From an optimization exercise on the open Yosys and OpenROAD flow, aimed at small area; shortcuts taken in it are not production practice.
In this exercise RTL edits were held to simulation tests only and were not proved equivalent to the original. The flow treats the clock pin as an ideal source, which a real chip does not have.

## old
==> flow/design.v <==
module sort #(
	parameter DATA_W = 32
)(
	input i_clk,
	input i_rst_n,
	input  [DATA_W*8-1:0] i_input,
	output [DATA_W*8-1:0] o_output
);
	function gt32(input [31:0] a, input [31:0] b);
		reg [31:0] g, e;
		integer k, n;
		begin
			g = a & ~b;
			e = a | ~b;
			for (n = 16; n >= 1; n = n / 2)
				for (k = 0; k < n; k = k + 1) begin
					g[k] = g[2*k+1] | (e[2*k+1] & g[2*k]);
					e[k] = e[2*k+1] & e[2*k];
				end
			gt32 = g[0];
		end
	endfunction
	reg [6:1] vld;
	always @(posedge i_clk or negedge i_rst_n) begin
		if (~i_rst_n) vld <= 6'd0;
		else         vld <= {vld[5:1], 1'b1};
	end
	wire c1_0_gt = gt32(i_input[0 +: 32], i_input[32 +: 32]);   
	wire c1_1_gt = gt32(i_input[64 +: 32], i_input[96 +: 32]);   
	wire c1_2_gt = gt32(i_input[128 +: 32], i_input[160 +: 32]);   
	wire c1_3_gt = gt32(i_input[192 +: 32], i_input[224 +: 32]);   
	wire [31:0] y1_0 = ~((i_input[0 +: 32] | {32{c1_0_gt}}) & (i_input[32 +: 32] | {32{~c1_0_gt}}));
	wire [31:0] y1_1 = ~((i_input[32 +: 32] | {32{c1_0_gt}}) & (i_input[0 +: 32] | {32{~c1_0_gt}}));
	wire [31:0] y1_2 = ~((i_input[64 +: 32] | {32{c1_1_gt}}) & (i_input[96 +: 32] | {32{~c1_1_gt}}));
	wire [31:0] y1_3 = ~((i_input[96 +: 32] | {32{c1_1_gt}}) & (i_input[64 +: 32] | {32{~c1_1_gt}}));
	wire [31:0] y1_4 = ~((i_input[128 +: 32] | {32{c1_2_gt}}) & (i_input[160 +: 32] | {32{~c1_2_gt}}));
	wire [31:0] y1_5 = ~((i_input[160 +: 32] | {32{c1_2_gt}}) & (i_input[128 +: 32] | {32{~c1_2_gt}}));
	wire [31:0] y1_6 = ~((i_input[192 +: 32] | {32{c1_3_gt}}) & (i_input[224 +: 32] | {32{~c1_3_gt}}));
	wire [31:0] y1_7 = ~((i_input[224 +: 32] | {32{c1_3_gt}}) & (i_input[192 +: 32] | {32{~c1_3_gt}}));
	reg [31:0] r1 [0:7];
	always @(posedge i_clk) begin
		r1[0] <= y1_0;
		r1[1] <= y1_1;
		r1[2] <= y1_2;
		r1[3] <= y1_3;
		r1[4] <= y1_4;
		r1[5] <= y1_5;
		r1[6] <= y1_6;
		r1[7] <= y1_7;
	end
	wire c2_0_gt = gt32(~r1[0], ~r1[2]);   
	wire c2_1_gt = gt32(~r1[1], ~r1[3]);   
	wire c2_2_gt = gt32(~r1[4], ~r1[6]);   
	wire c2_3_gt = gt32(~r1[5], ~r1[7]);   
	wire [31:0] y2_0 = ~((r1[0] | {32{c2_0_gt}}) & (r1[2] | {32{~c2_0_gt}}));
	wire [31:0] y2_2 = ~((r1[2] | {32{c2_0_gt}}) & (r1[0] | {32{~c2_0_gt}}));
	wire [31:0] y2_1 = ~((r1[1] | {32{c2_1_gt}}) & (r1[3] | {32{~c2_1_gt}}));
	wire [31:0] y2_3 = ~((r1[3] | {32{c2_1_gt}}) & (r1[1] | {32{~c2_1_gt}}));
	wire [31:0] y2_4 = ~((r1[4] | {32{c2_2_gt}}) & (r1[6] | {32{~c2_2_gt}}));
	wire [31:0] y2_6 = ~((r1[6] | {32{c2_2_gt}}) & (r1[4] | {32{~c2_2_gt}}));
	wire [31:0] y2_5 = ~((r1[5] | {32{c2_3_gt}}) & (r1[7] | {32{~c2_3_gt}}));
	wire [31:0] y2_7 = ~((r1[7] | {32{c2_3_gt}}) & (r1[5] | {32{~c2_3_gt}}));
	reg [31:0] r2 [0:7];
	always @(posedge i_clk) begin
		r2[0] <= y2_0;
		r2[1] <= y2_1;
		r2[2] <= y2_2;
		r2[3] <= y2_3;
		r2[4] <= y2_4;
		r2[5] <= y2_5;
		r2[6] <= y2_6;
		r2[7] <= y2_7;
	end
	wire c3_0_gt = gt32(r2[1], r2[2]);   
	wire c3_1_gt = gt32(r2[5], r2[6]);   
	wire [31:0] y3_1 = ~((r2[1] | {32{c3_0_gt}}) & (r2[2] | {32{~c3_0_gt}}));
	wire [31:0] y3_2 = ~((r2[2] | {32{c3_0_gt}}) & (r2[1] | {32{~c3_0_gt}}));
	wire [31:0] y3_5 = ~((r2[5] | {32{c3_1_gt}}) & (r2[6] | {32{~c3_1_gt}}));
	wire [31:0] y3_6 = ~((r2[6] | {32{c3_1_gt}}) & (r2[5] | {32{~c3_1_gt}}));
	reg [31:0] r3 [0:7];
	always @(posedge i_clk) begin
		r3[0] <= r2[0];
		r3[1] <= y3_1;
		r3[2] <= y3_2;
		r3[3] <= r2[3];
		r3[4] <= r2[4];
		r3[5] <= y3_5;
		r3[6] <= y3_6;
		r3[7] <= r2[7];
	end
	wire c4_0_gt = gt32(r3[0], r3[4]);   
	wire c4_1_gt = gt32(~r3[1], ~r3[5]);   
	wire c4_2_gt = gt32(~r3[2], ~r3[6]);   
	wire c4_3_gt = gt32(r3[3], r3[7]);   
	wire [31:0] y4_0 = ~((r3[0] | {32{c4_0_gt}}) & (r3[4] | {32{~c4_0_gt}}));
	wire [31:0] y4_4 = ~((r3[4] | {32{c4_0_gt}}) & (r3[0] | {32{~c4_0_gt}}));
	wire [31:0] y4_1 = ~((r3[1] | {32{c4_1_gt}}) & (r3[5] | {32{~c4_1_gt}}));
	wire [31:0] y4_5 = ~((r3[5] | {32{c4_1_gt}}) & (r3[1] | {32{~c4_1_gt}}));
	wire [31:0] y4_2 = ~((r3[2] | {32{c4_2_gt}}) & (r3[6] | {32{~c4_2_gt}}));
	wire [31:0] y4_6 = ~((r3[6] | {32{c4_2_gt}}) & (r3[2] | {32{~c4_2_gt}}));
	wire [31:0] y4_3 = ~((r3[3] | {32{c4_3_gt}}) & (r3[7] | {32{~c4_3_gt}}));
	wire [31:0] y4_7 = ~((r3[7] | {32{c4_3_gt}}) & (r3[3] | {32{~c4_3_gt}}));
	reg [31:0] r4 [0:7];
	always @(posedge i_clk) begin
		r4[0] <= y4_0;
		r4[1] <= y4_1;
		r4[2] <= y4_2;
		r4[3] <= y4_3;
		r4[4] <= y4_4;
		r4[5] <= y4_5;
		r4[6] <= y4_6;
		r4[7] <= y4_7;
	end
	wire c5_0_gt = gt32(r4[2], ~r4[4]);   
	wire c5_1_gt = gt32(~r4[3], r4[5]);   
	wire [31:0] y5_2 = ~((r4[2] | {32{c5_0_gt}}) & ((~r4[4]) | {32{~c5_0_gt}}));
	wire [31:0] y5_4 = ~(((~r4[4]) | {32{c5_0_gt}}) & (r4[2] | {32{~c5_0_gt}}));
	wire [31:0] y5_3 = ~((r4[3] | {32{c5_1_gt}}) & ((~r4[5]) | {32{~c5_1_gt}}));
	wire [31:0] y5_5 = ~(((~r4[5]) | {32{c5_1_gt}}) & (r4[3] | {32{~c5_1_gt}}));
	reg [31:0] r5 [0:7];
	always @(posedge i_clk) begin
		r5[0] <= r4[0];
		r5[1] <= r4[1];
		r5[2] <= y5_2;
		r5[3] <= y5_3;
		r5[4] <= y5_4;
		r5[5] <= y5_5;
		r5[6] <= r4[6];
		r5[7] <= r4[7];
	end
	wire c6_0_gt = gt32(r5[1], ~r5[2]);   
	wire c6_1_gt = gt32(r5[3], ~r5[4]);   
	wire c6_2_gt = gt32(r5[5], r5[6]);   
	reg [31:0] r6 [0:7];
	always @(posedge i_clk) begin
		r6[0] <= r5[0];
		r6[1] <= r5[1];
		r6[2] <= r5[2];
		r6[3] <= r5[3];
		r6[4] <= r5[4];
		r6[5] <= r5[5];
		r6[6] <= r5[6];
		r6[7] <= r5[7];
	end
	reg [2:0] s6, ns6;
	always @(posedge i_clk or negedge i_rst_n) begin
		if (~i_rst_n) begin
			s6[0]  <= 1'b0;
			ns6[0] <= 1'b0;
			s6[1]  <= 1'b0;
			ns6[1] <= 1'b0;
			s6[2]  <= 1'b0;
			ns6[2] <= 1'b0;
		end else begin
			s6[0]  <= c6_0_gt & vld[5];
			ns6[0] <= ~c6_0_gt & vld[5];
			s6[1]  <= c6_1_gt & vld[5];
			ns6[1] <= ~c6_1_gt & vld[5];
			s6[2]  <= c6_2_gt & vld[5];
			ns6[2] <= ~c6_2_gt & vld[5];
		end
	end
	wire [31:0] y6_1 = ((~r6[2]) & {32{s6[0]}}) | (r6[1] & {32{ns6[0]}});
	wire [31:0] y6_2 = (r6[1] & {32{s6[0]}}) | ((~r6[2]) & {32{ns6[0]}});
	wire [31:0] y6_3 = ((~r6[4]) & {32{s6[1]}}) | (r6[3] & {32{ns6[1]}});
	wire [31:0] y6_4 = (r6[3] & {32{s6[1]}}) | ((~r6[4]) & {32{ns6[1]}});
	wire [31:0] y6_5 = (r6[6] & {32{s6[2]}}) | (r6[5] & {32{ns6[2]}});
	wire [31:0] y6_6 = (r6[5] & {32{s6[2]}}) | (r6[6] & {32{ns6[2]}});
	wire [31:0] y6_0 = ~(r6[0] | {32{~vld[6]}});
	wire [31:0] y6_7 = ~(r6[7] | {32{~vld[6]}});
	assign o_output[0 +: 32] = y6_0;
	assign o_output[32 +: 32] = y6_1;
	assign o_output[64 +: 32] = y6_2;
	assign o_output[96 +: 32] = y6_3;
	assign o_output[128 +: 32] = y6_4;
	assign o_output[160 +: 32] = y6_5;
	assign o_output[192 +: 32] = y6_6;
	assign o_output[224 +: 32] = y6_7;
endmodule
clock: 4.0 ns
lec_check: 0
cap_margin: 20
core_margin: 2
core_utilization: 60
slew_margin: 20
standard.sh (not shown) runs the stock make flow with config.mk's settings and CLKGATE_MAP_FILE= SYNTH_SCRIPT=/design/flow/synth_recipe.tcl, a recipe that flattens the netlist after the stock synthesis.
==> flow/flow/run.sh <==
#!/bin/bash
# Own layout flow: the standard ORFS flow (standard.sh) with three changes:
#  - synthesis maps the logic with an area-oriented ABC script (flow/area.abc);
#    everything else in the synthesis, registers included, is the standard flow's own
#    (synth_recipe.tcl),
#  - port buffers use the smallest buffer cell,
#  - clock tree synthesis clusters more sinks per leaf buffer and inserts no
#    dummy loads.
# Each tool's output is in orfs/logs/; make's output is in run_make.log.
set -euo pipefail
W=$(pwd)
cat > "$W/own_synth.tcl" <<EOT
# The standard flow's synthesis, with ABC's mapping script replaced
proc abc {args} {
  set i [lsearch -exact \$args -script]
  if {\$i >= 0} { lset args [expr {\$i + 1}] $W/flow/area.abc }
  yosys abc {*}\$args
}
source $W/synth_recipe.tcl
EOT
bash "$W/standard.sh" \
  "SYNTH_SCRIPT=$W/own_synth.tcl" \
  "BUFFER_PORTS_ARGS=-buffer_cell sky130_fd_sc_hd__buf_1" \
  "CTS_ARGS=-sink_clustering_enable -repair_clock_nets -dont_use_dummy_load -buf_list sky130_fd_sc_hd__clkbuf_16 -sink_clustering_size 30 -sink_clustering_max_diameter 80" \
  finish > "$W/run_make.log" 2>&1
==> flow/flow/area.abc <==
strash
dc2 -b -l
dch -f
dc2 -b -l
dch -f
amap
topo
> inputs changed (old -> new)
--- a/flow/design.v
+++ b/flow/design.v
@@ -5,16 +5,22 @@
 	input i_rst_n,
 	input  [DATA_W*8-1:0] i_input,
 	output [DATA_W*8-1:0] o_output
 );
 	function gt32(input [31:0] a, input [31:0] b);
-		reg [31:0] g, e;
+		reg [3:0] g, e;
+		reg c;
 		integer k, n;
 		begin
-			g = a & ~b;
-			e = a | ~b;
-			for (n = 16; n >= 1; n = n / 2)
+			for (k = 0; k < 4; k = k + 1) begin
+				c = 1'b0;
+				for (n = 0; n < 8; n = n + 1)
+					c = (a[8*k+n] & ~b[8*k+n]) | ((a[8*k+n] | ~b[8*k+n]) & c);
+				g[k] = c;
+				e[k] = &(a[8*k +: 8] | ~b[8*k +: 8]);
+			end
+			for (n = 2; n >= 1; n = n / 2)
 				for (k = 0; k < n; k = k + 1) begin
 					g[k] = g[2*k+1] | (e[2*k+1] & g[2*k]);
 					e[k] = e[2*k+1] & e[2*k];
 				end
 			gt32 = g[0];
Notes after the runs:
Multi-input gate share of total cell area: new vs old down 0.73 points
For utilization, new and old come out practically identical.
Changes observed in new relative to old: smallest setup slack after layout saw a decrease; cell count after placement now larger; final cell count grew by 60; arrival time reported for the critical path endpoint picked up an extra 0.48 ns.
In new the slew at the pin closest to its max-slew limit turned out 0.082 ns higher than in old.

port drivers added, routing unchanged:
The flow's constraints put no driver on any port. The routed layouts listed below were extracted and timed again, unchanged, in two steps.
Step 1 assumes that a clkbuf_16 drives the clock port and a buf_2 every other input.
Step 2, shift: input delay + t, output delay - t, t = (earliest + latest rising clock arrival at the registers) / 2. This alone moves slack from input paths to output paths.
a / b / c = ideal ports / drivers / drivers and shift; a / b = the first two.
run | shift t [ns] | setup WS [ns] | worst setup path at the end | worst slew at a driven data input, ns
old | 0.731 | 0.655 / 0.655 / 0.346 | input to register | 0.09
new | 0.724 | 0.204 / 0.204 / -0.297 | input to register | 0.11
Met with ideal ports but missed after step 2: setup timing in new. For new, which loses most, drivers alone change the setup slack by 0.000 ns; drivers and shift together by -0.501 ns.
